This is an optimization exercise on Yosys and OpenROAD, whose aim is small area, a short achievable clock period and few clock cycles, not a production implementation. Function was checked by simulation only, so behaviour that the tests miss may differ from the original. Power figures rest on the tool's default switching activity, not on a simulated workload.

==> run a <==
## pipeline_cpu
module pipeline_cpu( clk, rst,
                     imem_addr, imem_rdata,
                     dmem_addr, dmem_wdata, dmem_we, dmem_re, dmem_rdata,
                     wb_we, wb_addr, wb_data );
export LEC_CHECK = 0
export CAP_MARGIN = 20
export CELL_PAD_IN_SITES_DETAIL_PLACEMENT = 1
export CELL_PAD_IN_SITES_GLOBAL_PLACEMENT = 1
export CORE_MARGIN = 2
export CORE_UTILIZATION = 40
export CTS_CLUSTER_DIAMETER = 100
export CTS_CLUSTER_SIZE = 20
export SLEW_MARGIN = 20
create_clock -name core_clock -period 16.5 [get_ports {clk}]
standard.sh (not shown) runs the stock make flow with config.mk's settings and CLKGATE_MAP_FILE= SYNTH_SCRIPT=/design/flow/synth_recipe.tcl, a recipe that flattens the netlist after the stock synthesis.
==> flow/flow/run.sh <==
#!/bin/bash
# The standard layout (standard.sh) with two changes to how it is made:
#  - the resizer's setup repair aims for SETUP_SLACK_MARGIN ns of slack at the design's
#    clock period (the constraints themselves are unchanged);
#  - the port buffers that buffer_ports inserts are plain buffers (buf_2) instead of the
#    default delay cell; the resizer may resize them like any other cell.
# make's full output goes to flow_make.log in the work folder.
set -euo pipefail
bash standard.sh SETUP_SLACK_MARGIN=11.5 "BUFFER_PORTS_ARGS=-buffer_cell sky130_fd_sc_hd__buf_2" finish > flow_make.log 2>&1
==> run b: changes against run a <==
--- a/flow/design.v
+++ b/flow/design.v
@@ -437,14 +437,13 @@
 	output [31:0] dmem_addr, dmem_wdata;
 	output dmem_we, dmem_re;
 	input  [31:0] dmem_rdata;
 	output wb_we;
 	output [4:0] wb_addr;
 	output [31:0] wb_data;
-	localparam MK = 4;
-	localparam MN = 32 / MK;
+	localparam MN = 8;
 	reg  [31:2] pc;
 	reg         ifid_valid;
 	reg  [31:0] ifid_ir;	 
 	reg         idex_valid, idex_we, idex_memrd, idex_memwr, idex_beq, idex_mult, idex_sub;
 	reg         idex_s_add, idex_s_and, idex_s_or, idex_s_slt, idex_s_sll, idex_s_hi, idex_s_lo;
 	reg         idex_fa_mem, idex_fa_wb, idex_fa_reg;
@@ -456,16 +455,20 @@
 	reg         exmem_we, exmem_memrd, exmem_memwr;
 	reg  [4:0]  exmem_wn;
 	reg  [31:0] exmem_result, exmem_sd;
 	reg         memwb_we;
 	reg  [4:0]  memwb_wn;
 	reg  [31:0] memwb_wd;
+	reg         wbo_we;
+	reg  [4:0]  wbo_wn;
+	reg  [31:0] wbo_wd;
 	reg  [31:0] rf [31:1];
 	reg         mul_busy;
-	reg  [4:0]  mul_cnt;
+	reg  [2:0]  mul_cnt;
 	reg  [31:0] mcand;
+	reg  [33:0] mcand3;		 
 	reg  [63:0] hilo;
 	wire [31:2] pc4 = pc + 30'd1;
 	assign imem_addr = { pc, 2'b00 };
 	wire if_jump = ~imem_rdata[31] & imem_rdata[27];
 	wire [5:0]  opcode = ifid_ir[31:26];
 	wire [4:0]  rs     = ifid_ir[25:21];
@@ -538,35 +541,42 @@
 	wire mispredict = idex_valid & idex_beq & ( ex_a == ex_b );
 	wire mul_start  = idex_valid & idex_mult;
 	assign dmem_addr  = exmem_result;
 	assign dmem_wdata = exmem_sd;
 	assign dmem_we    = exmem_memwr;
 	assign dmem_re    = exmem_memrd;
-	assign wb_we   = memwb_we;
-	assign wb_addr = memwb_wn;
-	assign wb_data = memwb_wd;
+	assign wb_we   = wbo_we;
+	assign wb_addr = wbo_wn;
+	assign wb_data = wbo_wd;
 	always @( posedge clk ) begin
 		if ( memwb_we )
 			rf[memwb_wn] <= memwb_wd;
 	end
-	wire [31+MK:0] macc = { {MK{1'b0}}, hilo[63:32] } + mcand * hilo[MK-1:0];
+	wire [1:0]  md0 = hilo[1:0];
+	wire [1:0]  md1 = hilo[3:2];
+	wire [33:0] pp0 = ( {34{md0 == 2'd1}} & { 2'b00, mcand } ) | ( {34{md0 == 2'd2}} & { 1'b0, mcand, 1'b0 } ) |
+	                  ( {34{md0 == 2'd3}} & mcand3 );
+	wire [33:0] pp1 = ( {34{md1 == 2'd1}} & { 2'b00, mcand } ) | ( {34{md1 == 2'd2}} & { 1'b0, mcand, 1'b0 } ) |
+	                  ( {34{md1 == 2'd3}} & mcand3 );
+	wire [35:0] macc = { 4'd0, hilo[63:32] } + { 2'b00, pp0 } + { pp1, 2'b00 };
 	always @( posedge clk ) begin
 		if ( rst ) begin
 			mul_busy <= 1'b0;
-			mul_cnt  <= 5'd0;
+			mul_cnt  <= 3'd0;
 			hilo     <= 64'd0;
 		end
 		else if ( mul_start ) begin
 			mul_busy <= 1'b1;
-			mul_cnt  <= 5'd0;
+			mul_cnt  <= 3'd0;
 			mcand    <= ex_a;
+			mcand3   <= { 2'b00, ex_a } + { 1'b0, ex_a, 1'b0 };
 			hilo     <= { 32'd0, ex_b };
 		end
 		else if ( mul_busy ) begin
-			hilo    <= { macc, hilo[31:MK] };
-			mul_cnt <= mul_cnt + 5'd1;
+			hilo    <= { macc, hilo[31:4] };
+			mul_cnt <= mul_cnt + 3'd1;
 			if ( mul_last )
 				mul_busy <= 1'b0;
 		end
 	end
 	always @( posedge clk ) begin
 		if ( rst ) begin
@@ -574,12 +584,13 @@
 			ifid_valid  <= 1'b0;
 			idex_valid  <= 1'b0;
 			exmem_we    <= 1'b0;
 			exmem_memrd <= 1'b0;
 			exmem_memwr <= 1'b0;
 			memwb_we    <= 1'b0;
+			wbo_we      <= 1'b0;
 		end
 		else begin
 			if ( mispredict )                pc <= idex_imm;
 			else if ( id_stall )             pc <= pc;
 			else if ( id_go & beq_same )     pc <= id_target;
 			else if ( if_jump )              pc <= { pc4[31:28], imem_rdata[25:0] };
@@ -592,12 +603,13 @@
 			end
 			idex_valid <= id_go & ~mispredict;
 			exmem_we    <= idex_valid & idex_we;
 			exmem_memrd <= idex_valid & idex_memrd;
 			exmem_memwr <= idex_valid & idex_memwr;
 			memwb_we    <= exmem_we;
+			wbo_we      <= exmem_we;
 		end
 		idex_we   <= wr;
 		idex_memrd <= op_lw;
 		idex_memwr <= op_sw;
 		idex_beq  <= beq_cond;
 		idex_mult <= f_mult;
@@ -625,8 +637,10 @@
 		idex_b   <= rf_b;
 		exmem_wn     <= idex_wn;
 		exmem_result <= ex_result;
 		exmem_sd     <= ex_b;
 		memwb_wn <= exmem_wn;
 		memwb_wd <= exmem_memrd ? dmem_rdata : exmem_result;
+		wbo_wn   <= {5{exmem_we}} & exmem_wn;
+		wbo_wd   <= {32{exmem_we}} & ( exmem_memrd ? dmem_rdata : exmem_result );
 	end
 endmodule
==> flow/flow/run.sh (replaced) <==
#!/bin/bash
# The standard layout (standard.sh) with two changes to how it is made:
#  - the resizer's setup repair aims for SETUP_SLACK_MARGIN ns of slack at the design's
#    clock period (the constraints themselves are unchanged);
#  - the port buffers that buffer_ports inserts are plain buffers (buf_1) instead of the
#    default delay cell; the resizer may resize them like any other cell.
# make's full output goes to flow_make.log in the work folder.
set -euo pipefail
bash standard.sh SETUP_SLACK_MARGIN=12.0 "BUFFER_PORTS_ARGS=-buffer_cell sky130_fd_sc_hd__buf_1" finish > flow_make.log 2>&1
--- a/flow/config.mk
+++ b/flow/config.mk
@@ -6,10 +6,10 @@
 export NUM_CORES = 4
 export LEC_CHECK = 0
 export CAP_MARGIN = 20
 export CELL_PAD_IN_SITES_DETAIL_PLACEMENT = 1
 export CELL_PAD_IN_SITES_GLOBAL_PLACEMENT = 1
 export CORE_MARGIN = 2
-export CORE_UTILIZATION = 40
+export CORE_UTILIZATION = 50
 export CTS_CLUSTER_DIAMETER = 100
-export CTS_CLUSTER_SIZE = 20
+export CTS_CLUSTER_SIZE = 24
 export SLEW_MARGIN = 20
==> results.txt <==
Flip-flop and latch count: run a is lower than run b (68).
Clock skew: run b is lower than run a (0.0042 ns).
Between run b and run a, the lower die area is in run b (gap 17%, measured against run a).
Of run b and run a, run b has the higher core utilization (gap 11 points).
Against run a, the via count of run b is larger by 2.9%.
==> figures <==
| quantity | run b | run a |
|---|---|---|
| Outcome | no timing/DRC/antenna violations | no timing/DRC/antenna violations |
| Layout clock area frac | 0.0288 | 0.0340 |
| Fin Clk Skew | 0.0788 ns | 0.0830 ns |
| Final WL | 337000 um | 352000 um |
| TritonCTS buffer count | 74 | 84 |
| Total inserted antenna cells | 11 | 8 |
| Final critical-path required period | 4.67 ns | 4.99 ns |
| Cell area power density | 99.0 nW/um^2 | 100 nW/um^2 |
| Minimum setup slack among reg-to-reg paths | 11.83 ns | 11.51 ns |
| Met2 track demand over resource | 0.686 | 0.570 |
| Delay of the slowest critical-path stage | 0.98 ns | 0.33 ns |
Testbench counts of run a, summed over its fixed seeds: cycles 13,324.
Testbench counts of run b, summed over its fixed seeds: cycles 13,324.

afterwards: timing with drivers on the ports:
The flow's constraints put no driver on any port. The routed layouts listed below were extracted and timed again, unchanged, in two steps.
Step 1: set_driving_cell puts a clkbuf_16 on clk and a buf_2 on each other input, an assumption about the parent block.
Step 2 adds t to the input delays and takes it off the output delays; t is the mean of the earliest and latest rising clock arrival at the registers after step 1. Input paths then give back, and output paths get back, about the clock's delay inside the block.
Three values: no drivers, after step 1, after step 2; two values: the first two.
run	t, ns	setup slack, ns	slew at the worst register clock pin (ns)	worst slew at a driven data input, ns
run a	0.857	11.508 / 11.419 / 10.980	0.10 / 0.10	0.07
run b	0.836	11.830 / 11.776 / 11.346	0.11 / 0.11	0.06
After both steps every run listed still meets setup and hold. The setup slack of run a, which loses most, moves by -0.089 ns with the drivers and by -0.528 ns with both steps.
